This design comes from an exercise in tuning for small area on the open sky130 flow, not from production work.
In this exercise RTL edits were held to simulation tests only and were not proved equivalent to the original.
Power figures rest on the tool's default switching activity, not on a simulated workload.

**design/flow/design.v**
```verilog
module debounce(rst, in, master_clk, out);
    input rst;
    input in;
    input master_clk;
    output out;
    localparam [15:0] POL = 16'hAAAA;
    reg s0n, s1n;
    reg d;
    reg [15:0] r;
    wire [15:0] c = r ^ POL;
    wire s1 = ~s1n;
    wire mm = d ^ s1;
    wire low_zero = ~|c[14:0];
    wire fb = c[15] ^ c[13] ^ c[12] ^ c[10] ^ low_zero;
    wire term = low_zero & ~c[15];
    wire [15:0] c_next = mm ? {c[14:0], fb} : 16'h0001;
    always @(posedge master_clk) begin
        s0n <= rst | ~in;
        s1n <= s0n;
        r <= c_next ^ POL;
        d <= ~rst & (term ? s1 : d);
    end
    assign out = d;
endmodule
module clocks(master_clk, rst, RESET, fast_tick);
    input master_clk;
    input rst;
    input RESET;
    output fast_tick;
    localparam [16:0] POL = 17'h0AAAA;
    localparam [16:0] C0 = 17'h00001;
    localparam [16:0] T  = 17'h0B4C5;    
    reg [16:0] r;       
    reg fclk;
    wire [16:0] c = r ^ POL;
    wire term = (c == T);
    wire clr = rst | RESET;
    wire [16:0] c_next = (clr | term) ? C0 : {c[15:0], c[16] ^ c[13]};
    always @(posedge master_clk) begin
        r <= c_next ^ POL;
        fclk <= ~clr & (fclk ^ term);
    end
    assign fast_tick = ~RESET & term & ~fclk;
endmodule
module control(clk, rst, RESET, PROCEED, CONFIRM, num_db, sym1, sym2, sym3, sym4);
    input clk;
    input rst;
    input RESET;
    input PROCEED;
    input CONFIRM;
    input [9:0] num_db;
    output reg [3:0] sym1;
    output reg [3:0] sym2;
    output reg [3:0] sym3;
    output reg [3:0] sym4;
    localparam IDLE = 2'b00;
    localparam CONFIRM_PRESSED = 2'b01;
    localparam FAIL = 2'b10;
    localparam SUCCESS = 2'b11;
    localparam M_ALL   = 3'd0;   
    localparam M_BALL  = 3'd1;   
    localparam M_BLANK = 3'd2;   
    localparam M_SC    = 3'd3;   
    localparam M_LO    = 3'd4;   
    localparam M_HI    = 3'd5;   
    localparam P_INIT = 3'd0;
    localparam P_A = 3'd1;
    localparam P_B = 3'd2;
    localparam P_C = 3'd3;
    localparam P_D = 3'd4;
    reg [1:0] state;
    reg [2:0] numTry;
    reg [3:0] guess;      
    reg [2:0] pos;
    reg [2:0] mode;
    localparam [127:0] LT = 128'h000000000000000701FF001F00070000;
    localparam [127:0] EQ = 128'h00010001000100080200002000080001;
    wire g_lt = LT[{pos, guess}];
    wire g_eq = EQ[{pos, guess}];
    wire [2:0] pos_next = (pos == P_C) ? P_D : (pos == P_B) ? P_C : (pos == P_A) ? P_B : P_A;
    reg [3:0] sel;
    always @(*) begin
        if (num_db[0]) sel = 4'd0;
        else if (num_db[1]) sel = 4'd1;
        else if (num_db[2]) sel = 4'd2;
        else if (num_db[3]) sel = 4'd3;
        else if (num_db[4]) sel = 4'd4;
        else if (num_db[5]) sel = 4'd5;
        else if (num_db[6]) sel = 4'd6;
        else if (num_db[7]) sel = 4'd7;
        else if (num_db[8]) sel = 4'd8;
        else if (num_db[9]) sel = 4'd9;
        else sel = 4'd12;
    end
    always @(posedge clk) begin
        if (rst) begin
            state <= IDLE;
            numTry <= 3'd0;
            guess <= 4'd0;
            pos <= P_INIT;
            mode <= M_ALL;
        end
        else if (RESET) begin
            state <= IDLE;
            numTry <= 3'd4;
            guess <= 4'd12;
            pos <= pos_next;
            mode <= M_BLANK;
        end
        else begin
            case (state)
                SUCCESS: mode <= M_SC;
                FAIL: mode <= M_ALL;
                IDLE: begin
                    if (CONFIRM && guess != 4'd12) begin
                        numTry <= numTry - 3'd1;
                        state <= CONFIRM_PRESSED;
                    end
                    mode <= (mode == M_ALL || mode == M_BALL) ? M_BALL : M_BLANK;
                    guess <= sel;
                end
                CONFIRM_PRESSED: begin
                    if (g_eq) state <= SUCCESS;
                    else if (numTry == 3'd0) state <= FAIL;
                    if (PROCEED) state <= IDLE;
                    else if (g_lt) mode <= M_LO;
                    else if (!g_eq) mode <= M_HI;
                end
            endcase
        end
    end
    always @(*) begin
        case (mode)
            M_BALL:  begin sym1 = 4'd12; sym2 = 4'd12; sym3 = 4'd8;  sym4 = guess; end
            M_BLANK: begin sym1 = 4'd12; sym2 = 4'd12; sym3 = 4'd12; sym4 = guess; end
            M_SC:    begin sym1 = 4'd5;  sym2 = 4'd13; sym3 = 4'd12;
                           sym4 = numTry[2] ? guess : {2'b00, numTry[1:0]}; end
            M_LO:    begin sym1 = 4'd10; sym2 = 4'd0;  sym3 = 4'd12; sym4 = 4'd12; end
            M_HI:    begin sym1 = 4'd11; sym2 = 4'd1;  sym3 = 4'd12; sym4 = 4'd12; end
            default: begin sym1 = 4'd8;  sym2 = 4'd8;  sym3 = 4'd8;  sym4 = 4'd8; end
        endcase
    end
endmodule
module cathode_and_anode(clk, rst, fast_tick, sym1, sym2, sym3, sym4, cathode, anode);
    input clk;
    input rst;
    input fast_tick;
    input [3:0] sym1;
    input [3:0] sym2;
    input [3:0] sym3;
    input [3:0] sym4;
    output reg [6:0] cathode;
    output reg [3:0] anode;
    reg [1:0] itr;
    reg started;
    reg [3:0] sym;
    always @(posedge clk) begin
        if (rst) begin
            itr <= 2'b00;
            started <= 1'b0;
            sym <= 4'd8;
        end
        else if (fast_tick) begin
            itr <= {itr[0], ~itr[1]};
            started <= 1'b1;
            case (itr)
                2'b00: sym <= sym1;
                2'b01: sym <= sym2;
                2'b11: sym <= sym3;
                default: sym <= sym4;
            endcase
        end
    end
    always @(*) begin
        if (!started) anode = 4'b0000;
        else case (itr)
            2'b01: anode = 4'b0111;
            2'b11: anode = 4'b1011;
            2'b10: anode = 4'b1101;
            default: anode = 4'b1110;
        endcase
    end
    always @(*) begin
        cathode = 7'b1111111;
        if (sym == 4'd0)  cathode = 7'b1000000;
        if (sym == 4'd1)  cathode = 7'b1111001;
        if (sym == 4'd2)  cathode = 7'b0100100;
        if (sym == 4'd3)  cathode = 7'b0110000;
        if (sym == 4'd4)  cathode = 7'b0011001;
        if (sym == 4'd5)  cathode = 7'b0010010;
        if (sym == 4'd6)  cathode = 7'b0000010;
        if (sym == 4'd7)  cathode = 7'b1111000;
        if (sym == 4'd8)  cathode = 7'b0000000;
        if (sym == 4'd9)  cathode = 7'b0010000;
        if (sym == 4'd10) cathode = 7'b1000111;
        if (sym == 4'd11) cathode = 7'b0001001;
        if (sym == 4'd13) cathode = 7'b1000110;
    end
endmodule
module game(clk,rst,btnU,btnR,btnL,sw,an,seg);
    input clk;
    input rst;  
    input btnR;
    input btnL;
    input btnU;
    input [9:0] sw;
    output [3:0] an;
    output [6:0] seg;
    wire [9:0] num_db;
    wire debouncedRst;
    wire debouncedCfm;
    wire debouncedPcd;
    genvar i;
    generate
        for (i = 0; i < 10; i = i + 1) begin : db_sw
            debounce u(.rst(rst), .in(sw[i]), .master_clk(clk), .out(num_db[i]));
        end
    endgenerate
    debounce debounceRst(.rst(rst),.in(btnR),.master_clk(clk),.out(debouncedRst));
    debounce debounceCfm(.rst(rst),.in(btnL),.master_clk(clk),.out(debouncedCfm));
    debounce debouncePcd(.rst(rst),.in(btnU),.master_clk(clk),.out(debouncedPcd));
    wire fast_tick;
    clocks clk_div(.master_clk(clk),.rst(rst),.RESET(debouncedRst),.fast_tick(fast_tick));
    wire [3:0] sym1, sym2, sym3, sym4;
    control controlUnit(.clk(clk),.rst(rst),.RESET(debouncedRst),.PROCEED(debouncedPcd),
        .CONFIRM(debouncedCfm),.num_db(num_db),.sym1(sym1),.sym2(sym2),.sym3(sym3),.sym4(sym4));
    cathode_and_anode display(.clk(clk),.rst(rst),.fast_tick(fast_tick),.sym1(sym1),.sym2(sym2),
        .sym3(sym3),.sym4(sym4),.cathode(seg),.anode(an));
endmodule
```
**design/flow/flow/run.sh**
```bash
#!/bin/bash
# Layout flow: the standard flow (standard.sh, unchanged synthesis), with
# the port buffers made of buf_1 cells and a clock tree without dummy loads.
set -e
bash standard.sh \
  BUFFER_PORTS_ARGS="-buffer_cell sky130_fd_sc_hd__buf_1" \
  CTS_ARGS="-sink_clustering_enable -repair_clock_nets -sink_clustering_size 10 -sink_clustering_max_diameter 40 -buf_list sky130_fd_sc_hd__clkbuf_4 -dont_use_dummy_load" \
  finish > standard.log 2>&1
```
**design/flow/standard.sh**
```bash
#!/bin/bash
# synth_recipe.tcl (not shown) runs the flow's synth.tcl, then flattens the netlist and writes it again
# the make line also repeats each setting of config.mk as NAME=value (left out here)
make -C /OpenROAD-flow-scripts/flow DESIGN_CONFIG=/design/flow/config.mk WORK_HOME=/design/flow/orfs CLKGATE_MAP_FILE= SYNTH_SCRIPT=/design/flow/synth_recipe.tcl "${@:-finish}"
```
**design/flow/config.mk**
```make
export PLATFORM = sky130hd
export DESIGN_NAME = game
export DESIGN_NICKNAME = game
export VERILOG_FILES = /design/flow/design.v
export SDC_FILE = /design/flow/constraint.sdc
export NUM_CORES = 4
export LEC_CHECK = 0
export CAP_MARGIN = 20
export CORE_MARGIN = 2
export CORE_UTILIZATION = 65
export CTS_BUF_LIST = sky130_fd_sc_hd__clkbuf_8
export CTS_CLUSTER_DIAMETER = 60
export CTS_CLUSTER_SIZE = 20
export PLACE_DENSITY = 0.8
export SLEW_MARGIN = 20
```
**design/flow/constraint.sdc**
```tcl
create_clock -name core_clock -period 10.0 [get_ports {clk}]
set_input_delay 2.0000 -clock core_clock [delete_from_list [all_inputs] [get_ports {clk}]]
set_output_delay 2.0000 -clock core_clock [all_outputs]
set_load 0.01 [all_outputs]
```
==> results of run 1 <==
[stage by stage]
stage	cells	utilization [%]	hold slack (ns)
after floorplan	922	-	0.310
after global placement	1107	68.8	0.310
after detailed placement	1107	68.8	0.314
after CTS	1143	70.7	0.319
after global routing	1144	70.7	0.321
final	1144	70.7	0.316
[routing by layer]
metal	up-vias	share of wire (%)	global-route usage, %
li1	3174	-	-
met4	0	2.0	7.53
met1	2884	49	29.4
met3	26	4.9	4.90
met5	-	0	0
met2	98	44	33.3
[worst max-delay path: stages, from the launching register on]
cell	delay, ns
dfxtp_1	0.59
nand2_1	0.13
a221oi_1	0.29
buf_1	0.18
[how the worst max path moves through the flow]
stage	to	startpoint	cells after the start	slack (ns)
finish	seg[3]	display.sym[2]	3	6.22
global route	seg[3]	display.sym[2]	3	6.07
CTS	seg[3]	display.sym[2]	3	6.18
detailed placement	clk_div.r[1]	rst	6	6.15
global placement	clk_div.r[11]	rst	6	6.21
floorplan	seg[3]	display.sym[2]	3	6.88
[flip-flops by register name, indices dropped and copies added, names as in the netlist, 2 cells and up]
| signal | count |
|---|---|
| clk_div.r | 17 |
| controlUnit.guess | 4 |
| controlUnit.mode | 3 |
| controlUnit.numTry | 3 |
| controlUnit.pos | 3 |
| controlUnit.state | 2 |
| db_sw.u.d | 10 |
| db_sw.u.r | 160 |
| db_sw.u.s0n | 10 |
| db_sw.u.s1n | 10 |
| debounceCfm.r | 16 |
| debouncePcd.r | 16 |
| debounceRst.r | 16 |
| display.itr | 2 |
| display.sym | 4 |
[area by class of cell]
cell class / count / area (µm²)
Timing Repair Buffer: 26 / 101
Tap cell: 180 / 225
Sequential cell: 287 / 5750
Inverter: 16 / 60.1
Multi-Input combinational cell: 598 / 3450
Clock buffer: 36 / 270
Fill cell: 1051 / 4080
Antenna cell: 1 / 2.50
[Yosys cell counts (6+ instances only)]
library cell,count,area [µm²]
nor4_4,7,149
mux2i_1,6,60.1
inv_1,15,56.3
nand2_1,169,634
o21ai_0,17,85.1
nor2_1,132,495
nand4b_1,16,140
clkbuf_1,20,75.1
xnor2_1,45,394
a21oi_1,24,120
xor2_1,32,280
or3_1,7,43.8
dfxtp_1,287,5750
nand4_1,13,81.3
nor2b_1,9,56.3
nor3_1,21,105
nand3_1,7,35.0
[power by group through the flow]
stage / sequential (mW) / combinational [mW] / clock (mW)
2_1_floorplan: 1.26 / 0.232 / 0
3_3_place_gp: 1.30 / 0.250 / 0
3_5_place_dp: 1.30 / 0.254 / 0
4_1_cts: 1.27 / 0.255 / 0.521
5_1_grt: 1.29 / 0.286 / 0.568
6_report: 1.28 / 0.255 / 0.498
[cell families after synthesis]
kind of cell    synth area share, %
compound gates                 6.13
xor+xnor                       7.22
fa+ha+maj                     0.268
buf+inv                        1.50
flops                          61.5
mux                           0.643
simple gates                   22.7
==> impl_metrics.tcl, run 1 <==
set metrics [dict create \
    status "timing/DRC/antenna clean" \
    final_cell_mix "dfxtp_1 (287), nand2_1 (169), nor2_1 (132)" \
    hold_viol_final 0 \
    yosysSeqAreaShare_pct 61.5 \
    arrival_ns 1.78 \
    synth_cells 922 \
    regToRegSetupSlack_ns 8.10 \
    ys_seq_elements 287 \
    timing.setup.tns_ns 0 \
    nets 982 \
    swShare_pct 27.3 \
    combPwrFrac_pct 12.6 \
    rsz0062_at_grt "false" \
    finalWirelength_mm 15.5 \
    numCtsBuffers 36 \
    ios 26 \
    start_util_pct 67.0 \
    setup_ws_ns 6.22 \
    wl_per_cell_um 13.5 \
    min-delay-path-class "flop to flop" \
    dieArea_um2 15300 \
    dp_slack_ns 6.15 \
    die_height_um 124 \
    p_sw_mw 0.554 \
    startpoint_type "flop" \
    postLayoutCellArea_um2 9850 \
    placedInstanceArea_um2 9580 \
    grt_max_degree 26 \
    maxCapViolCount 0 \
    coreArea_um2 13900 \
    cts_setup_buffers 0 \
    rr_endpoint "display.sym[0]" \
    p_clk_share_pct 24.5 \
    netlist_area_um2 9340 \
    vias 6182 \
    drv_slew 0 \
    area_growth_pct 5.56 \
    numPortBuffers 25 \
    die_w_um 124 \
    grt_pass1_wl_mm 26.5 \
    rows 43 \
    maxSlewHeadroom_pct 47.5 \
    synth_warnings 4 \
    hpwl_mm 10.8 \
    cts_root_buffer "clkbuf_4" \
    p_leak_nw 3.71 \
    first_iter_violations 292 \
    grt_pass1_vias 5860 \
    setup_viol 0 \
    min_to "db_sw[5].u.s1n" \
    worstPathMaxFanout 14 \
    drt-pass1-iter-count 4 \
    async_flop_share_pct 0 \
    viasPerCell 5.40 \
    antenna_left 0 \
    path_class "flop to primary output" \
    total_power_mw 2.03 \
    worstMarginPinSlew_ns 0.782 \
    worstPathRequired_ns 8.00 \
    avgSynthCellArea_um2 10.1 \
    layout_commonest_cell "dfxtp_1" \
    fin_skew_ns 0.0329 \
    drive_gt1_share_pct 5.82 \
    clockBufferDepth 3 \
    clock_latency_ns 0.60 \
    synthesis.nets 939 \
    grt-ovfl-total 0 \
    vdd_drop_max_uv 159 \
    synthDistinctLibCells 62 \
    holdBufCountCts 0 \
    cts.sinks 287 \
    internal-power_mw 1.48 \
    p_seq_share_pct 62.9 \
    cts_max_level 2 \
    max_freq_mhz 265 \
    hp-start "db_sw[5].u.s0n" \
    rr_startpoint "clk_div.r[7]" \
    cp-end-kind "primary output" \
    reg2regPathDepth 5 \
    antenna_found_initial 1 \
    p_per_area_nw_per_um2 206 \
    cts_tree "yes" \
    drc 0 \
    ys.flop_type "dfxtp_1" \
    period_share_pct 37.8 \
    holdPathStages 0 \
    grt.total_usage_pct 21.4 \
    min_period_ns 3.78 \
    clk_pin_slew_worst_paths_ns 0.10 \
    cts_resized 0 \
    gp_congestion 0.840 \
    synth_edf_count 0 \
]
==> run 2, diff against run 1 <==
==> design/flow/flow/run.sh (replaced) <==
#!/bin/bash
# Layout flow: the standard flow (standard.sh), with three changes:
#  - after the standard synthesis, the combinational logic between the
#    registers is mapped again by ABC for area (flow/reopt.abc); the
#    registers, their cells, instance names and output nets are kept;
#  - the port buffers are buf_1 cells;
#  - the clock tree is built from clkbuf_8 without dummy loads.
# Each tool writes its full output to its own log file here.
set -euo pipefail
R=orfs/results/sky130hd/game/base
LIB=$FLOW_HOME/platforms/sky130hd/lib/sky130_fd_sc_hd__tt_025C_1v80.lib
YOSYS=$(command -v yosys || echo "$FLOW_HOME/../tools/install/yosys/bin/yosys")

bash standard.sh synth > synth.log 2>&1

cp $R/1_2_yosys.v $R/1_2_yosys_standard.v
DONT_USE=""
for c in $(sed -n '/^export DONT_USE_CELLS/,/^$/p' $FLOW_HOME/platforms/sky130hd/config.mk | grep -o 'sky130_fd_sc_hd__[a-z0-9_]*'); do
  DONT_USE="$DONT_USE -dont_use $c"
done
cat > reopt.ys <<EOS
read_liberty -wb -ignore_miss_func $LIB
read_verilog $R/1_2_yosys_standard.v
hierarchy -top $FLOW_TOP
setattr -mod -unset whitebox -set blackbox 1 =sky130_fd_sc_hd__dfxtp_1 =sky130_fd_sc_hd__edfxtp_1 =sky130_fd_sc_hd__conb_1
rename -hide c:* t:sky130_fd_sc_hd__dfxtp_1 t:sky130_fd_sc_hd__edfxtp_1 %u %d
rename -hide w:_*_
flatten -wb
opt_clean -purge
tee -o reopt_stat_before.txt stat -liberty $LIB
abc -liberty $LIB -script flow/reopt.abc $DONT_USE
opt_clean -purge
hilomap -singleton -hicell sky130_fd_sc_hd__conb_1 HI -locell sky130_fd_sc_hd__conb_1 LO
splitnets
opt_clean -purge
write_verilog -noattr -nohex -nodec reopt.v
EOS
"$YOSYS" -l reopt.log -q reopt.ys > /dev/null 2>&1
# check the new netlist against the library as the standard synthesis does
cat > reopt_check.ys <<EOS
read_liberty -lib $LIB
read_verilog reopt.v
hierarchy -check -top $FLOW_TOP
check -assert -mapped
tee -o reopt_stat_after.txt stat -liberty $LIB
EOS
"$YOSYS" -l reopt_check.log -q reopt_check.ys > /dev/null 2>&1
cp reopt.v $R/1_2_yosys.v
touch $R/1_2_yosys.v

bash standard.sh \
  BUFFER_PORTS_ARGS="-buffer_cell sky130_fd_sc_hd__buf_1" \
  CTS_ARGS="-sink_clustering_enable -repair_clock_nets -sink_clustering_size 30 -sink_clustering_max_diameter 80 -buf_list sky130_fd_sc_hd__clkbuf_16 -dont_use_dummy_load" \
  finish > standard.log 2>&1
==> design/flow/flow/reopt.abc (new file) <==
strash
ifraig
balance
rewrite
refactor
balance
rewrite
rewrite -z
balance
refactor -z
rewrite -z
balance
balance
rewrite
refactor
balance
rewrite
rewrite -z
balance
refactor -z
rewrite -z
balance
dch -f
map -a
topo
strash
balance
rewrite
refactor
balance
rewrite
rewrite -z
balance
refactor -z
rewrite -z
balance
dch -f
map -a
==> run 2 against run 1 <==
Compared with the run above:
- via count rose by 0.86%
- combinational power is about 30% higher
- utilization up 1.4 points
- total power rose by 7.0%
- largest cell class unchanged
==> impl_metrics.tcl, run 2 <==
set metrics [dict create \
    swShare_pct 27.7 \
    avgSynthCellArea_um2 9.08 \
    cts_root_buffer "clkbuf_16" \
    hpwl_mm 10.3 \
    min_period_ns 3.69 \
    min-delay-path-class "flop to flop" \
    fin_cells 1203 \
    gp_congestion 0.933 \
    vdd_drop_max_uv 163 \
    clockBufferDepth 3 \
    regMostFlops "db_sw.u.r" \
    numPortBuffers 25 \
    startpoint_type "flop" \
    path_class "flop to primary output" \
    clock_latency_ns 0.47 \
    p_seq_share_pct 59.4 \
    grt_pass1_wl_mm 25.5 \
    largest_registers "db_sw.u.r (160), clk_div.r (17)" \
    cts.sinks 287 \
    nets 1044 \
    wl_per_cell_um 12.3 \
    timing.setup.tns_ns 0 \
    max_freq_mhz 271 \
    p_clk_share_pct 25.4 \
    dieArea_um2 14800 \
    status "timing/DRC/antenna clean" \
    final_cell_mix "dfxtp_1 (287), nand2_1 (215), nor2_1 (150)" \
    grt_pass1_vias 5813 \
    total_power_mw 2.17 \
    finalWirelength_mm 14.7 \
    maxSlewHeadroom_pct 43.1 \
    holdPathStages 0 \
    antenna_cells 0 \
    internal-power_mw 1.57 \
    cts_setup_buffers 0 \
    worstPathMaxFanout 7 \
    first_iter_violations 348 \
    combPwrFrac_pct 15.3 \
    dr_wl_met2_mm 6.61 \
    cts_resized 0 \
    antenna_found_initial 0 \
    drc 0 \
    placedInstanceArea_um2 9300 \
    p_per_area_nw_per_um2 226 \
    area_growth_pct 7.12 \
    cts_max_level 1 \
    die_height_um 122 \
    p_sw_mw 0.601 \
    wl_met3_um 467 \
    dp.cells 1190 \
    grt_max_degree 33 \
    synthesis.nets 1004 \
    fin_skew_ns 0.0256 \
    numCtsBuffers 13 \
    rsz0062_at_grt "false" \
    synth_cells 989 \
    maxCapViolCount 0 \
    rows 42 \
    clk_pin_slew_worst_paths_ns 0.10 \
    ios 26 \
    layout_commonest_cell "dfxtp_1" \
    worstPathRequired_ns 8.00 \
    cp-end-kind "primary output" \
    vias 6235 \
    drt-pass1-iter-count 5 \
    met1_length_mm 7.45 \
    worstMarginPinSlew_ns 0.848 \
    drive_gt1_share_pct 2.63 \
    cts_tree "yes" \
    setup_viol 0 \
    synth_warnings 4 \
    netlist_area_um2 8980 \
    arrival_ns 1.69 \
    postLayoutCellArea_um2 9620 \
    start_util_pct 67.3 \
    coreArea_um2 13300 \
    grt-ovfl-total 0 \
    holdBufCountCts 0 \
    period_share_pct 36.9 \
    reg2regPathDepth 6 \
    largest_register_ffs 160 \
    antenna_left 0 \
    viasPerCell 5.18 \
    grt.total_usage_pct 20.5 \
    p_leak_nw 3.71 \
    die_w_um 122 \
    drv_slew 0 \
    highest_layer "met4" \
    hold_viol_final 0 \
]
[run 2: cell types whose count changed in the layout (fill, tap and decap cells not counted), moves of 10 or more]
cell       before  now
clkbuf_16       0   13
nand2_1       169  215
nand4b_1       16    0
clkbuf_4       36    0
nor4_1          5   15
nand3_1         7   20
xnor2_1        45   24
nor2_1        132  150
clkinv_1        1   83
or2_2           2   12
inv_1          15    0
xor2_1         32   10
a21oi_1        24   51
o21ai_0        17   44
[run 2: worst max-delay path, cell delays in order (launching register included)]
cell and delay [ns]:
dfxtp_1 0.45, clkinv_1 0.16, nor2_1 0.18, o21ai_0 0.15, o21ai_0 0.12, buf_1 0.17
[run 2: worst paths after layout]
check                                     from              to  slack, ns
worst max-delay path            display.sym[1]          seg[6]       6.31
worst min-delay path            db_sw[6].u.s0n  db_sw[6].u.s1n       0.30
worst max register to register   debounceRst.d    clk_div.r[0]       7.73
worst min register to register  db_sw[6].u.s0n  db_sw[6].u.s1n       0.30
[run 2: stage by stage]
step	hold WS (ns)	utilization (%)	setup slack [ns]
after floorplan	0.310	-	6.61
after global placement	0.310	69.7	6.01
after detailed placement	0.313	69.7	5.95
after CTS	0.309	72.1	6.30
after global routing	0.317	72.1	6.10
final	0.303	72.1	6.31
[run 2: power by group through the flow]
stage | logic (mW) | clock network, mW | registers (mW)
CTS | 0.334 | 0.564 | 1.29
detailed placement | 0.331 | 0 | 1.31
finish | 0.332 | 0.551 | 1.29
global placement | 0.324 | 0 | 1.31
global route | 0.383 | 0.606 | 1.30
floorplan | 0.259 | 0 | 1.30
[run 2: area by class of cell]
type | count | area, µm²
sequential | 287 | 5750
clock buffer | 13 | 325
fill | 1019 | 3720
timing repair buffer | 25 | 93.8
inverter | 83 | 312
multi-input combinational | 619 | 2930
tap | 176 | 220
[run 2: per-layer routing]
layer  GRT usage [%]  up-vias
met4            4.09        0
met2            34.2       82
met1            29.0     2846
met5               0        -
li1                -     3290
met3            2.81       17
==> run 3, diff against run 2 <==
--- a/design/flow/flow/run.sh
+++ b/design/flow/flow/run.sh
@@ -51,4 +51,4 @@
 bash standard.sh \
   BUFFER_PORTS_ARGS="-buffer_cell sky130_fd_sc_hd__buf_1" \
-  CTS_ARGS="-sink_clustering_enable -repair_clock_nets -sink_clustering_size 30 -sink_clustering_max_diameter 80 -buf_list sky130_fd_sc_hd__clkbuf_16 -dont_use_dummy_load" \
+  CTS_ARGS="-sink_clustering_enable -repair_clock_nets -sink_clustering_size 13 -sink_clustering_max_diameter 45 -buf_list sky130_fd_sc_hd__clkbuf_4 -dont_use_dummy_load" \
   finish > standard.log 2>&1
==> run 3 against run 2 <==
Compared with the run above:
- still clean on timing, DRC and antenna
- worst hold slack lost 0.0080 ns
- clock power down 18%
- die area did not move
- worst setup slack got worse by 0.21 ns
- sequential power hardly changed
- utilization is 0.79 points lower
- routed wire length shrank 0.41%
- critical path type unchanged
==> impl_metrics.tcl, run 3 <==
set metrics [dict create \
    regArea_um2 5750 \
    min_period_ns 3.89 \
    grt_max_degree 33 \
    holdBufCountCts 0 \
    dieArea_um2 14800 \
    drc 0 \
    gp_congestion 0.933 \
    cts_setup_buffers 0 \
    cts.sinks 287 \
    maxSlewHeadroom_pct 42.0 \
    die_w_um 122 \
    rows 42 \
    worstPathRequired_ns 8.00 \
    grt-ovfl-total 0 \
    max_freq_mhz 257 \
    synth_cells 989 \
    startpoint_type "flop" \
    regMostFlops "db_sw.u.r" \
    layout_commonest_cell "dfxtp_1" \
    drv_slew 0 \
    total_power_mw 2.07 \
    drt-pass1-iter-count 5 \
    hold_viol_final 0 \
    rsz0062_at_grt "false" \
    netlist_area_um2 8980 \
    first_iter_violations 314 \
    largest_register_ffs 160 \
    synth_warnings 4 \
    maxCapViolCount 0 \
    setup_viol 0 \
    grt.total_usage_pct 20.5 \
    ios 26 \
    postLayoutCellArea_um2 9520 \
    p_leak_nw 3.68 \
    clock_latency_ns 0.66 \
    fin_skew_ns 0.0465 \
    vias 6315 \
    drive_gt1_share_pct 4.12 \
    viasPerCell 5.18 \
    path_class "flop to primary output" \
    wl_per_cell_um 12.0 \
    timing.setup.tns_ns 0 \
    cts_max_level 1 \
    clk_pin_slew_worst_paths_ns 0.12 \
    start_util_pct 67.3 \
    numCtsBuffers 29 \
    vdd_drop_max_uv 166 \
    area_growth_pct 5.95 \
    coreArea_um2 13300 \
    p_per_area_nw_per_um2 218 \
    antenna_found_initial 1 \
    multi_input_area_um2 2930 \
    cp-end-kind "primary output" \
    worstMarginPinSlew_ns 0.864 \
    grt_pass1_vias 5859 \
    die_height_um 122 \
    cts_resized 0 \
    grt_pass1_wl_mm 25.5 \
    status "timing/DRC/antenna clean" \
    largest_registers "db_sw.u.r (160), clk_div.r (17)" \
    antenna_left 0 \
    cts_root_buffer "clkbuf_4" \
    final_cell_mix "dfxtp_1 (287), nand2_1 (215), nor2_1 (150)" \
    hpwl_mm 10.3 \
    synthesis.nets 1004 \
    period_share_pct 38.9 \
    clockBufferDepth 3 \
    numPortBuffers 25 \
    finalWirelength_mm 14.7 \
    cts_tree "yes" \
    placedInstanceArea_um2 9300 \
    worstPathMaxFanout 7 \
    nets 1060 \
    avgSynthCellArea_um2 9.08 \
    arrival_ns 1.89 \
    fill_cells 1045 \
    min-delay-path-class "flop to flop" \
]
[run 3: cell types whose count changed in the layout (fill, tap and decap cells not counted), sizes merged]
cell and delta:
clkbuf +16, diode +1
[run 3: final cells by class]
type                    count  share of cell area [%]
diodes                      1                  0.0263
clock buffers              29                    2.29
inverters                  83                    3.27
multi-input cells         619                    30.8
flip-flops and latches    287                    60.4
well taps                 176                    2.31
repair buffers             25                   0.986
[run 3: report_power, final]
| group | leakage (nW) | switching [mW] | internal, mW |
|---|---|---|---|
| Combinational | 1.21 | 0.223 | 0.109 |
| Sequential | 2.34 | 0.0618 | 1.23 |
| Clock | 0.133 | 0.318 | 0.133 |
| Total | 3.68 | 0.603 | 1.47 |
[run 3: critical path, stage by stage, from the launching register on]
cell	delay [ns]
dfxtp_1	0.47
clkinv_1	0.15
nor2_1	0.14
nor2_1	0.07
a211oi_1	0.22
buf_1	0.18
[run 3: per-stage QoR]
stage	utilization, %	setup slack, ns	hold WS [ns]	cells
finish	71.3	6.11	0.295	1220
global route	71.3	5.88	0.288	1220
CTS	71.3	6.07	0.296	1219
detailed placement	69.7	5.95	0.313	1190
global placement	69.7	6.01	0.310	1190
floorplan	-	6.61	0.310	989
[run 3: routing by layer]
layer  track usage (%)  share of wire, %  up-vias
met5                 0                 0        -
met4              5.68               2.2        0
met3              3.65               3.8       29
met2              33.2                43       89
met1              28.7                51     2863
li1                  -                 -     3334
[run 3: worst paths after layout]
check / endpoint / slack (ns) / startpoint / depth (start not counted)
min reg2reg: db_sw[0].u.s1n / 0.29 / db_sw[0].u.s0n / 0
max reg2reg: clk_div.r[0] / 7.80 / debounceRst.d / 6
min: db_sw[0].u.s1n / 0.29 / db_sw[0].u.s0n / 0
max: seg[3] / 6.11 / display.sym[2] / 5
==> run 4, diff against run 3 <==
--- a/design/flow/flow/run.sh
+++ b/design/flow/flow/run.sh
@@ -51,4 +51,4 @@
 bash standard.sh \
   BUFFER_PORTS_ARGS="-buffer_cell sky130_fd_sc_hd__buf_1" \
-  CTS_ARGS="-sink_clustering_enable -repair_clock_nets -sink_clustering_size 13 -sink_clustering_max_diameter 45 -buf_list sky130_fd_sc_hd__clkbuf_4 -dont_use_dummy_load" \
+  CTS_ARGS="-sink_clustering_enable -repair_clock_nets -sink_clustering_size 12 -sink_clustering_max_diameter 50 -buf_list sky130_fd_sc_hd__clkbuf_4 -dont_use_dummy_load" \
   finish > standard.log 2>&1
==> run 4 against run 3 <==
Compared with the run above:
- clock-buffer cell count is 1 lower
- sequential power hardly changed
- clock power is 0.9% lower
- synthesized cell count stayed put
- final cell count hardly changed
- global-route usage is 0.10 points lower
- total power is 0.25% lower
- die area stayed put
- combinational power hardly changed
- maximum frequency is 1.1% higher
- clock skew is 0.013 ns higher
- worst hold slack better by 0.036 ns
- critical endpoint is now seg[6]
- largest cell class unchanged
==> impl_metrics.tcl, run 4 <==
set metrics [dict create \
    arrival_ns 1.85 \
    ios 26 \
    synth_warnings 4 \
    regToRegSetupSlack_ns 7.69 \
    numPortBuffers 25 \
    combPwrFrac_pct 16.0 \
    vias 6317 \
    antenna_left 0 \
    nets 1059 \
    drive_gt1_share_pct 4.03 \
    synthesis.nets 1004 \
    worstMarginPinSlew_ns 0.858 \
    min_period_ns 3.85 \
    finalWirelength_mm 14.7 \
    p_seq_share_pct 62.4 \
    regArea_um2 5750 \
    synth_cells 989 \
    grt_max_degree 33 \
    avgSynthCellArea_um2 9.08 \
    fin_util_pct 71.3 \
    clock_latency_ns 0.68 \
    setup_viol 0 \
    multi_input_area_um2 2930 \
    gp_congestion 0.933 \
    numCtsBuffers 28 \
    holdBufCountCts 0 \
    die_height_um 122 \
    drc 0 \
    final_cell_mix "dfxtp_1 (287), nand2_1 (215), nor2_1 (150)" \
    hpwl_mm 10.3 \
    rows 42 \
    placedInstanceArea_um2 9300 \
    period_share_pct 38.5 \
    fill_cells 1040 \
    worstPathMaxFanout 7 \
    cts_resized 0 \
    largest_register_ffs 160 \
    coreArea_um2 13300 \
    antenna_found_initial 1 \
    start_util_pct 67.3 \
    status "timing/DRC/antenna clean" \
    cts_max_level 1 \
    viasPerCell 5.18 \
    hold_viol_final 0 \
    cts_root_buffer "clkbuf_4" \
    p_clk_share_pct 21.6 \
    swShare_pct 29.1 \
    die_w_um 122 \
    timing.setup.tns_ns 0 \
    cp-end-kind "primary output" \
    vdd_drop_max_uv 157 \
    grt_pass1_wl_mm 25.3 \
    first_iter_violations 259 \
    maxSlewHeadroom_pct 42.4 \
    cts_tree "yes" \
    regMostFlops "db_sw.u.r" \
    netlist_area_um2 8980 \
    rsz0062_at_grt "false" \
    layout_commonest_cell "dfxtp_1" \
    internal-power_mw 1.46 \
    p_sw_mw 0.602 \
    startpoint_type "flop" \
    cts.sinks 287 \
    drv_slew 0 \
    maxCapViolCount 0 \
    path_class "flop to primary output" \
    p_leak_nw 3.67 \
    worstPathRequired_ns 8.00 \
    grt.total_usage_pct 20.4 \
    area_growth_pct 5.86 \
    grt-ovfl-total 0 \
    fin_skew_ns 0.0591 \
    wl_per_cell_um 12.0 \
    dieArea_um2 14800 \
    min-delay-path-class "flop to flop" \
    cts_setup_buffers 0 \
    drt-pass1-iter-count 5 \
    clockBufferDepth 3 \
    clk_pin_slew_worst_paths_ns 0.12 \
    postLayoutCellArea_um2 9510 \
    largest_registers "db_sw.u.r (160), clk_div.r (17)" \
    max_freq_mhz 260 \
    p_per_area_nw_per_um2 217 \
    grt_pass1_vias 5836 \
]
run 4: power groups by stage:
stage | logic (mW) | clock network (mW) | registers [mW]
CTS | 0.332 | 0.466 | 1.29
finish | 0.331 | 0.447 | 1.29
detailed placement | 0.331 | 0 | 1.31
global placement | 0.324 | 0 | 1.31
global route | 0.381 | 0.511 | 1.30
floorplan | 0.259 | 0 | 1.30
run 4: cell type report:
type,count,area share (%)
inverters,83,3.28
flip-flops and latches,287,60.4
well taps,176,2.32
repair buffers,25,0.987
diodes,1,0.0263
clock buffers,28,2.21
multi-input cells,619,30.8
run 4: worst paths after layout:
check,from,end,cells past startpoint
worst max register to register,debounceRst.d,clk_div.r[0],6
worst min-delay path,db_sw[0].u.s0n,db_sw[0].u.s1n,0
worst min register to register,db_sw[0].u.s0n,db_sw[0].u.s1n,0
worst max-delay path,display.sym[1],seg[6],5
run 4: critical path: stages, from the launching register on:
cell	delay, ns
dfxtp_1	0.45
clkinv_1	0.16
nor2_1	0.18
o21ai_0	0.15
o21ai_0	0.12
buf_1	0.17
run 4: stage by stage:
step / worst slack (ns) / hold WS (ns) / total power [mW] / cells
2_1_floorplan: 6.61 / 0.310 / 1.55 / 989
3_3_place_gp: 6.01 / 0.310 / 1.64 / 1190
3_5_place_dp: 5.95 / 0.313 / 1.64 / 1190
4_1_cts: 6.08 / 0.334 / 2.09 / 1218
5_1_grt: 5.90 / 0.340 / 2.19 / 1219
6_report: 6.15 / 0.330 / 2.07 / 1219
run 4: routing by layer:
layer  wire, µm  part of all wire, %  track usage [%]
met1       7400                   50             28.7
met2       6410                   44             32.5
met3        594                  4.1             4.07
met4        253                  1.7             5.53
met5          0                    0                0
==> run 5, diff against run 4 <==
--- a/design/flow/flow/run.sh
+++ b/design/flow/flow/run.sh
@@ -51,4 +51,4 @@
 bash standard.sh \
   BUFFER_PORTS_ARGS="-buffer_cell sky130_fd_sc_hd__buf_1" \
-  CTS_ARGS="-sink_clustering_enable -repair_clock_nets -sink_clustering_size 12 -sink_clustering_max_diameter 50 -buf_list sky130_fd_sc_hd__clkbuf_4 -dont_use_dummy_load" \
+  CTS_ARGS="-sink_clustering_enable -repair_clock_nets -sink_clustering_size 11 -sink_clustering_max_diameter 50 -buf_list sky130_fd_sc_hd__clkbuf_4 -dont_use_dummy_load" \
   finish > standard.log 2>&1
==> run 5 against run 4 <==
Compared with the run above:
- still clean
- clock-buffer cell count rose by 2
- clock skew rose by 0.011 ns
- synthesized cell count did not move
- clock power rose by 2%
- global-route usage barely moved
- worst setup slack improved by 0.013 ns
==> impl_metrics.tcl, run 5 <==
set metrics [dict create \
    largest_registers "db_sw.u.r (160), clk_div.r (17)" \
    cts_root_buffer "clkbuf_4" \
    hold_viol_final 0 \
    startpoint_type "flop" \
    drive_gt1_share_pct 4.21 \
    maxCapViolCount 0 \
    cts_tree "yes" \
    grt_max_degree 33 \
    startpoint "display.sym[2]" \
    total_power_mw 2.07 \
    die_height_um 122 \
    grt_pass1_wl_mm 25.3 \
    netlist_area_um2 8980 \
    use_met3_pct 3.84 \
    path_class "flop to primary output" \
    postLayoutCellArea_um2 9530 \
    path_delay_family "flip-flops" \
    cp-end-kind "primary output" \
    rr_startpoint "debounceRst.d" \
    wl_per_cell_um 12.1 \
    cts_max_level 1 \
    numPortBuffers 25 \
    dp_slack_ns 5.95 \
    first_iter_violations 294 \
    grt-ovfl-total 0 \
    cp_cell_sequence "clkinv_1 -> nor2_1 -> nor2_1 -> a211oi_1 -> buf_1" \
    grt_pass1_vias 5853 \
    synthesis.nets 1004 \
    worstMarginPinSlew_ns 0.850 \
    reg2regPathDepth 6 \
    min_period_ns 3.84 \
    grt.met1_usage_pct 28.3 \
    cpPeakStageDelay_ns 0.46 \
    globalRouteMet2Util_pct 33.1 \
    nets 1061 \
    grt.total_usage_pct 20.4 \
    status "timing/DRC/antenna clean" \
    fin_cells 1221 \
    vias 6300 \
    rr_endpoint "clk_div.r[0]" \
    finalWirelength_mm 14.7 \
    max_freq_mhz 261 \
    crit_slowest_cell "dfxtp_1" \
    setup_viol 0 \
    setup_ws_ns 6.16 \
    coreArea_um2 13300 \
    cpMostUsedCell "nor2_1" \
    regArea_um2 5750 \
    fill_cells 1047 \
    hpwl_mm 10.3 \
    clockBufferDepth 3 \
    rows 42 \
    synth_warnings 4 \
    placedInstanceArea_um2 9300 \
    arrival_ns 1.84 \
    min_to "db_sw[6].u.s1n" \
    rsz0062_at_grt "false" \
    clock_latency_ns 0.67 \
    gp_congestion 0.933 \
    fin_skew_ns 0.0697 \
    ios 26 \
    timing.hold.ws_ns 0.330 \
    multi_input_area_um2 2930 \
    hp-start "db_sw[6].u.s0n" \
    busiest_layer "met2" \
    drv_slew 0 \
    die_w_um 122 \
    regToRegSetupSlack_ns 7.69 \
    holdPathStages 0 \
    clk_pin_slew_worst_paths_ns 0.12 \
    layout_commonest_cell "dfxtp_1" \
    start_util_pct 67.3 \
    largest_register_ffs 160 \
    min-delay-path-class "flop to flop" \
    p_per_area_nw_per_um2 218 \
    fin_util_pct 71.4 \
    numCtsBuffers 30 \
    holdBufCountCts 0 \
    dp.cells 1190 \
    worstPathMaxFanout 7 \
    timing.setup.tns_ns 0 \
    final_cell_mix "dfxtp_1 (287), nand2_1 (215), nor2_1 (150)" \
    cts_resized 0 \
    antenna_left 0 \
    vdd_drop_max_uv 124 \
    drt-pass1-iter-count 5 \
    cp_num_buf_inv 2 \
    cts_setup_buffers 0 \
    viasPerCell 5.16 \
    area_growth_pct 6.03 \
    synth_cells 989 \
    antenna_found_initial 1 \
    period_share_pct 38.4 \
    cp.depth 5 \
    avgSynthCellArea_um2 9.08 \
    drc 0 \
    p_leak_nw 3.68 \
    cts.sinks 287 \
    worstPathRequired_ns 8.00 \
    regMostFlops "db_sw.u.r" \
    maxSlewHeadroom_pct 43.0 \
    dieArea_um2 14800 \
]
[run 5: layer usage]
| layer | wire length, µm | up-vias |
|---|---|---|
| met4 | 270 | 0 |
| met5 | 0 | - |
| li1 | - | 3341 |
| met1 | 7310 | 2833 |
| met2 | 6460 | 103 |
| met3 | 682 | 23 |
[run 5: worst reg2reg max path: stages (launching register included)]
cell and delay, ns:
dfxtp_1 0.45, nor2_1 0.43, clkinv_1 0.32, nor2_1 0.37, clkinv_1 0.32, a21oi_1 0.18
o21ai_0 0.09
[run 5: power by group]
part	switching [mW]	leakage (nW)	internal, mW
Sequential	0.0618	2.34	1.23
Combinational	0.222	1.21	0.109
Clock	0.317	0.138	0.138
Total	0.601	3.68	1.47
[run 5: worst max path at each step]
stage / slack (ns) / end
finish: 6.16 / seg[3]
global route: 5.93 / seg[6]
CTS: 6.11 / seg[6]
detailed placement: 5.95 / clk_div.r[0]
global placement: 6.01 / clk_div.r[0]
floorplan: 6.61 / clk_div.r[0]
[run 5: layout make-up]
class | instances | share of cell area, %
flip-flops and latches | 287 | 60.3
multi-input cells | 619 | 30.7
inverters | 83 | 3.27
clock buffers | 30 | 2.36
well taps | 176 | 2.31
repair buffers | 25 | 0.985
diodes | 1 | 0.0263
==> run 6, diff against run 5 <==
--- a/design/flow/flow/run.sh
+++ b/design/flow/flow/run.sh
@@ -51,4 +51,4 @@
 bash standard.sh \
   BUFFER_PORTS_ARGS="-buffer_cell sky130_fd_sc_hd__buf_1" \
-  CTS_ARGS="-sink_clustering_enable -repair_clock_nets -sink_clustering_size 11 -sink_clustering_max_diameter 50 -buf_list sky130_fd_sc_hd__clkbuf_4 -dont_use_dummy_load" \
+  CTS_ARGS="-sink_clustering_enable -repair_clock_nets -sink_clustering_size 12 -sink_clustering_max_diameter 50 -buf_list \"sky130_fd_sc_hd__clkbuf_4 sky130_fd_sc_hd__clkbuf_8\" -dont_use_dummy_load" \
   finish > standard.log 2>&1
==> run 6 against run 5 <==
Compared with the run above:
- area after synthesis stayed put
- synthesized cell count stayed put
- the flow now stops in 4_1_cts
==> impl_metrics.tcl, run 6 <==
set metrics [dict create \
    hpwl_mm 10.3 \
    die_height_um 122 \
    lastStage "4_1_cts" \
    numPortBuffers 25 \
    synth_cells 989 \
    error_line "[ERROR STA-0564] clock_tree_synthesis positional arguments not supported." \
    ios 26 \
    start_util_pct 67.3 \
    synth_warnings 4 \
    synthesis.nets 1004 \
    rows 42 \
    avgSynthCellArea_um2 9.08 \
    gp_congestion 0.933 \
    netlist_area_um2 8980 \
    status "stopped before the end" \
    die_w_um 122 \
    placedInstanceArea_um2 9300 \
]
[run 6: power by group through the flow]
| stage | clock (mW) | combinational, mW | sequential [mW] |
|---|---|---|---|
| global placement | 0 | 0.324 | 1.31 |
| detailed placement | 0 | 0.331 | 1.31 |
| floorplan | 0 | 0.259 | 1.30 |
[run 6: worst min path at each step]
| stage | startpoint | end | slack, ns | depth (start not counted) |
|---|---|---|---|---|
| after global placement | debounceRst.s0n | debounceRst.s1n | 0.31 | 0 |
| after floorplan | db_sw[0].u.s0n | db_sw[0].u.s1n | 0.31 | 0 |
| after detailed placement | debounceRst.s0n | debounceRst.s1n | 0.31 | 0 |
[run 6: stage by stage]
| stage | cells | worst slack [ns] |
|---|---|---|
| after floorplan | 989 | 6.61 |
| after global placement | 1190 | 6.01 |
| after detailed placement | 1190 | 5.95 |
==> run 7, diff against run 6 <==
--- a/design/flow/flow/run.sh
+++ b/design/flow/flow/run.sh
@@ -51,4 +51,4 @@
 bash standard.sh \
   BUFFER_PORTS_ARGS="-buffer_cell sky130_fd_sc_hd__buf_1" \
-  CTS_ARGS="-sink_clustering_enable -repair_clock_nets -sink_clustering_size 12 -sink_clustering_max_diameter 50 -buf_list \"sky130_fd_sc_hd__clkbuf_4 sky130_fd_sc_hd__clkbuf_8\" -dont_use_dummy_load" \
+  CTS_ARGS="-sink_clustering_enable -repair_clock_nets -sink_clustering_size 12 -sink_clustering_max_diameter 50 -buf_list {sky130_fd_sc_hd__clkbuf_4 sky130_fd_sc_hd__clkbuf_8} -dont_use_dummy_load" \
   finish > standard.log 2>&1
==> run 7 against run 6 <==
Compared with the run above:
- now clean on timing, DRC and antenna
- area after synthesis did not move
- synthesized cell count stayed put
==> impl_metrics.tcl, run 7 <==
set metrics [dict create \
    cts_tree "yes" \
    cpPeakStageDelay_ns 0.44 \
    timing.setup.tns_ns 0 \
    hpwl_mm 10.3 \
    regMostFlops "db_sw.u.r" \
    regToRegSetupSlack_ns 7.72 \
    die_height_um 122 \
    arrival_ns 1.74 \
    coreArea_um2 13300 \
    hp-start "db_sw[0].u.s0n" \
    drive_gt1_share_pct 4.03 \
    setup_viol 0 \
    worstPathRequired_ns 8.00 \
    final_cell_mix "dfxtp_1 (287), nand2_1 (215), nor2_1 (150)" \
    cts.sinks 287 \
    rsz0062_at_grt "false" \
    holdBufCountCts 0 \
    drt-pass1-iter-count 5 \
    clockBufferDepth 3 \
    clock_latency_ns 0.55 \
    min-delay-path-class "flop to flop" \
    max_freq_mhz 267 \
    maxSlewHeadroom_pct 42.6 \
    vias 6305 \
    area_growth_pct 7.78 \
    gp_congestion 0.933 \
    min_to "db_sw[0].u.s1n" \
    antenna_left 0 \
    p_per_area_nw_per_um2 228 \
    rr_endpoint "clk_div.r[0]" \
    worstMarginPinSlew_ns 0.856 \
    wl_per_cell_um 12.2 \
    largest_register_ffs 160 \
    numCtsBuffers 28 \
    rows 42 \
    grt.total_usage_pct 20.7 \
    worstPathMaxFanout 7 \
    cp_num_buf_inv 2 \
    cts_setup_buffers 0 \
    die_w_um 122 \
    min_period_ns 3.74 \
    cpMostUsedCell "o21ai_0" \
    layout_commonest_cell "dfxtp_1" \
    hold_viol_final 0 \
    rr_startpoint "debounceRst.d" \
    cts_max_level 1 \
    viasPerCell 5.18 \
    first_iter_violations 294 \
    ios 26 \
    crit_slowest_cell "dfxtp_1" \
    dieArea_um2 14800 \
    status "timing/DRC/antenna clean" \
    netlist_area_um2 8980 \
    numPortBuffers 25 \
    cts_root_buffer "clkbuf_8" \
    p_leak_nw 3.75 \
    synth_warnings 4 \
    clk_pin_slew_worst_paths_ns 0.08 \
    antenna_found_initial 0 \
    synthesis.nets 1004 \
    antenna_cells 0 \
    vdd_drop_max_uv 161 \
    start_util_pct 67.3 \
    startpoint "display.sym[1]" \
    drv_slew 0 \
    cp-end-kind "primary output" \
    path_class "flop to primary output" \
    finalWirelength_mm 14.8 \
    largest_registers "db_sw.u.r (160), clk_div.r (17)" \
    fin_skew_ns 0.0240 \
    startpoint_type "flop" \
    maxCapViolCount 0 \
    avgSynthCellArea_um2 9.08 \
    path_delay_family "flip-flops" \
    grt_pass1_vias 5878 \
    nets 1059 \
    grt_max_degree 33 \
    grt_pass1_wl_mm 25.7 \
    grt-ovfl-total 0 \
    reg2regPathDepth 6 \
    synth_cells 989 \
    timing.hold.ws_ns 0.327 \
    cts_resized 0 \
    holdPathStages 0 \
    period_share_pct 37.4 \
    cp_cell_sequence "clkinv_1 -> nor2_1 -> o21ai_0 -> o21ai_0 -> buf_1" \
    drc 0 \
]
## run 7: worst max-delay path by stage
stage | slack (ns) | depth (start not counted) | to
2_1_floorplan | 6.61 | 6 | clk_div.r[0]
3_3_place_gp | 6.01 | 7 | clk_div.r[0]
3_5_place_dp | 5.95 | 7 | clk_div.r[0]
4_1_cts | 6.23 | 5 | seg[6]
5_1_grt | 6.05 | 5 | seg[6]
6_report | 6.26 | 5 | seg[6]
## run 7: area by class of cell
cell class / count / area [µm²]
Clock buffer: 28 / 385
Fill cell: 1020 / 3660
Inverter: 83 / 312
Multi-Input combinational cell: 619 / 2930
Sequential cell: 287 / 5750
Tap cell: 176 / 220
Timing Repair Buffer: 25 / 93.8
## run 7: per-stage QoR
| stage | util, % | instances | total power, mW | instance area, µm² | worst slack [ns] |
|---|---|---|---|---|---|
| after floorplan | - | 989 | 1.55 | 8980 | 6.61 |
| after global placement | 69.7 | 1190 | 1.64 | 9300 | 6.01 |
| after detailed placement | 69.7 | 1190 | 1.64 | 9300 | 5.95 |
| after CTS | 72.6 | 1218 | 2.23 | 9680 | 6.23 |
| after global routing | 72.6 | 1218 | 2.33 | 9680 | 6.05 |
| final | 72.6 | 1218 | 2.21 | 9680 | 6.26 |
## run 7: power breakdown
group	switching [mW]	internal, mW
Sequential	0.0616	1.23
Clock	0.338	0.248
Combinational	0.222	0.109
Total	0.622	1.58
## run 7: metal layers
| metal | up-vias | GRT usage, % | routed length (µm) |
|---|---|---|---|
| li1 | 3323 | - | - |
| met1 | 2854 | 29.0 | 7480 |
| met2 | 98 | 33.1 | 6380 |
| met3 | 30 | 3.60 | 569 |
| met4 | 0 | 6.18 | 385 |
| met5 | - | 0 | 0 |
==> run 8, diff against run 7 <==
--- a/design/flow/flow/run.sh
+++ b/design/flow/flow/run.sh
@@ -51,4 +51,4 @@
 bash standard.sh \
   BUFFER_PORTS_ARGS="-buffer_cell sky130_fd_sc_hd__buf_1" \
-  CTS_ARGS="-sink_clustering_enable -repair_clock_nets -sink_clustering_size 12 -sink_clustering_max_diameter 50 -buf_list {sky130_fd_sc_hd__clkbuf_4 sky130_fd_sc_hd__clkbuf_8} -dont_use_dummy_load" \
+  CTS_ARGS="-sink_clustering_enable -repair_clock_nets -sink_clustering_size 20 -sink_clustering_max_diameter 60 -buf_list sky130_fd_sc_hd__clkbuf_8 -dont_use_dummy_load" \
   finish > standard.log 2>&1
==> run 8 against run 7 <==
Compared with the run above:
- still clean on timing, DRC and antenna
- utilization decreased by 1.0 points
- maximum frequency about the same
- area after synthesis unchanged
- largest power group unchanged
- non-clock buffer count unchanged
- sequential cell count unchanged
- first-iteration DRC count increased by 0.68%
- clock-buffer cell count decreased by 10
- total power decreased by 4.6%
- clock power decreased by 18%
- worst hold slack got worse by 0.0053 ns
==> impl_metrics.tcl, run 8 <==
set metrics [dict create \
    status "timing/DRC/antenna clean" \
    p_sw_mw 0.604 \
    wl_per_cell_um 12.2 \
    vdd_drop_max_uv 154 \
    numCtsBuffers 18 \
    startpoint_type "flop" \
    grt_pass1_wl_mm 25.4 \
    fin_cells 1208 \
    combPwrFrac_pct 15.7 \
    clockBufferDepth 3 \
    drive_gt1_share_pct 3.10 \
    start_util_pct 67.3 \
    rr_startpoint "debounceRst.d" \
    largest_register_ffs 160 \
    regArea_um2 5750 \
    regToRegSetupSlack_ns 7.74 \
    cp-end-kind "primary output" \
    rr_endpoint "clk_div.r[0]" \
    cts_tree "yes" \
    hold_viol_final 0 \
    coreArea_um2 13300 \
    largest_registers "db_sw.u.r (160), clk_div.r (17)" \
    p_per_area_nw_per_um2 220 \
    cts_root_buffer "clkbuf_8" \
    fin_skew_ns 0.0343 \
    rows 42 \
    drt-pass1-iter-count 4 \
    first_iter_violations 296 \
    ios 26 \
    postLayoutCellArea_um2 9550 \
    p_seq_share_pct 61.3 \
    vias 6212 \
    setup_viol 0 \
    min_to "db_sw[6].u.s1n" \
    cts_resized 0 \
    total_power_mw 2.10 \
    path_class "flop to primary output" \
    cts.sinks 287 \
    hp-start "db_sw[6].u.s0n" \
    holdPathStages 0 \
    cts_max_level 1 \
    synth_warnings 4 \
    die_w_um 122 \
    p_leak_nw 3.68 \
    max_freq_mhz 267 \
    rsz0062_at_grt "false" \
    worstPathRequired_ns 8.00 \
    swShare_pct 28.7 \
    nets 1049 \
    internal-power_mw 1.50 \
    drc 0 \
    antenna_found_initial 0 \
    final_cell_mix "dfxtp_1 (287), nand2_1 (215), nor2_1 (150)" \
    avgSynthCellArea_um2 9.08 \
    holdBufCountCts 0 \
    viasPerCell 5.14 \
    timing.hold.ws_ns 0.321 \
    die_height_um 122 \
    dieArea_um2 14800 \
    worstPathMaxFanout 7 \
    finalWirelength_mm 14.8 \
    layout_commonest_cell "dfxtp_1" \
    clock_latency_ns 0.52 \
    grt_pass1_vias 5776 \
    hpwl_mm 10.3 \
    grt_max_degree 33 \
    timing.setup.tns_ns 0 \
    gp_congestion 0.933 \
    netlist_area_um2 8980 \
    regMostFlops "db_sw.u.r" \
    arrival_ns 1.74 \
    fill_cells 1040 \
    cts_setup_buffers 0 \
    min-delay-path-class "flop to flop" \
    synthesis.nets 1004 \
    drv_slew 0 \
    grt-ovfl-total 0 \
    dp.cells 1190 \
    worstMarginPinSlew_ns 0.843 \
    antenna_left 0 \
    p_clk_share_pct 23.0 \
    maxCapViolCount 0 \
    numPortBuffers 25 \
    period_share_pct 37.4 \
    min_period_ns 3.74 \
    synth_cells 989 \
    placedInstanceArea_um2 9300 \
    maxSlewHeadroom_pct 43.4 \
    reg2regPathDepth 6 \
    antenna_cells 0 \
    clk_pin_slew_worst_paths_ns 0.11 \
    grt.total_usage_pct 20.6 \
    area_growth_pct 6.25 \
    multi_input_area_um2 2930 \
]
[run 8: worst max-delay path, cell delays in order, from the launching register on]
cell and delay, ns:
dfxtp_1 0.45, clkinv_1 0.16, nor2_1 0.18, o21ai_0 0.15, o21ai_0 0.12, buf_1 0.17
[run 8: metal layers]
metal / vias up / GRT usage, % / wire [µm]
li1: 3299 / - / -
met1: 2818 / 29.2 / 7540
met2: 73 / 33.1 / 6450
met3: 22 / 3.42 / 518
met4: 0 / 5.39 / 291
met5: - / 0 / 0
[run 8: area by class of cell]
type	count	share of cell area (%)
Timing Repair Buffer	25	0.983
Sequential cell	287	60.2
Tap cell	176	2.31
Clock buffer	18	2.60
Multi-Input combinational cell	619	30.7
Inverter	83	3.26
[run 8: power groups by stage]
stage               Sequential, mW  Combinational, mW  Clock, mW
floorplan                     1.30              0.259          0
global placement              1.31              0.324          0
detailed placement            1.31              0.331          0
CTS                           1.29              0.332      0.494
global route                  1.30              0.382      0.538
finish                        1.29              0.331      0.484
[run 8: worst max path at each step]
stage,from,endpoint,slack (ns),cells past startpoint
after global placement,rst,clk_div.r[0],6.01,7
after CTS,display.sym[1],seg[6],6.24,5
after floorplan,rst,clk_div.r[0],6.61,6
after detailed placement,rst,clk_div.r[0],5.95,7
after global routing,display.sym[1],seg[6],6.05,5
final,display.sym[1],seg[6],6.26,5
[run 8: per-stage QoR]
stage                     setup WS (ns)  util, %
after floorplan                    6.61        -
after detailed placement           5.95     69.7
after global placement             6.01     69.7
final                              6.26     71.5
after global routing               6.05     71.5
after CTS                          6.24     71.5

## re-timing with driven ports
How much do the figures lean on ideal ports? The routed layouts below were timed once more, with nothing changed but the port constraints. Step 1: set_driving_cell puts a clkbuf_16 on clk and a buf_2 on each other input, an assumption about the parent block. Step 2 adds t to the input delays and takes it off the output delays; t is the mean of the earliest and latest rising clock arrival at the registers after step 1. Input paths then give back, and output paths get back, about the clock's delay inside the block. a / b / c = ideal / step 1 / step 2; a / b = the first two.
| run | t, ns | setup slack, ns | worst data-port slew with drivers (ns) |
|---|---|---|---|
| run 1 | 0.621 | 6.222 / 6.185 / 6.148 | 0.06 |
| run 2 | 0.502 | 6.312 / 6.270 / 5.911 | 0.05 |
| run 3 | 0.674 | 6.106 / 6.072 / 5.952 | 0.04 |
| run 4 | 0.674 | 6.150 / 6.111 / 5.906 | 0.05 |
| run 5 | 0.676 | 6.163 / 6.126 / 5.895 | 0.04 |
| run 7 | 0.568 | 6.259 / 6.222 / 5.910 | 0.05 |
| run 8 | 0.538 | 6.258 / 6.220 / 5.948 | 0.05 |
After both steps setup and hold are still met in every run listed. For run 2, which loses most, drivers alone change the setup slack by -0.042 ns; drivers and shift together by -0.401 ns.
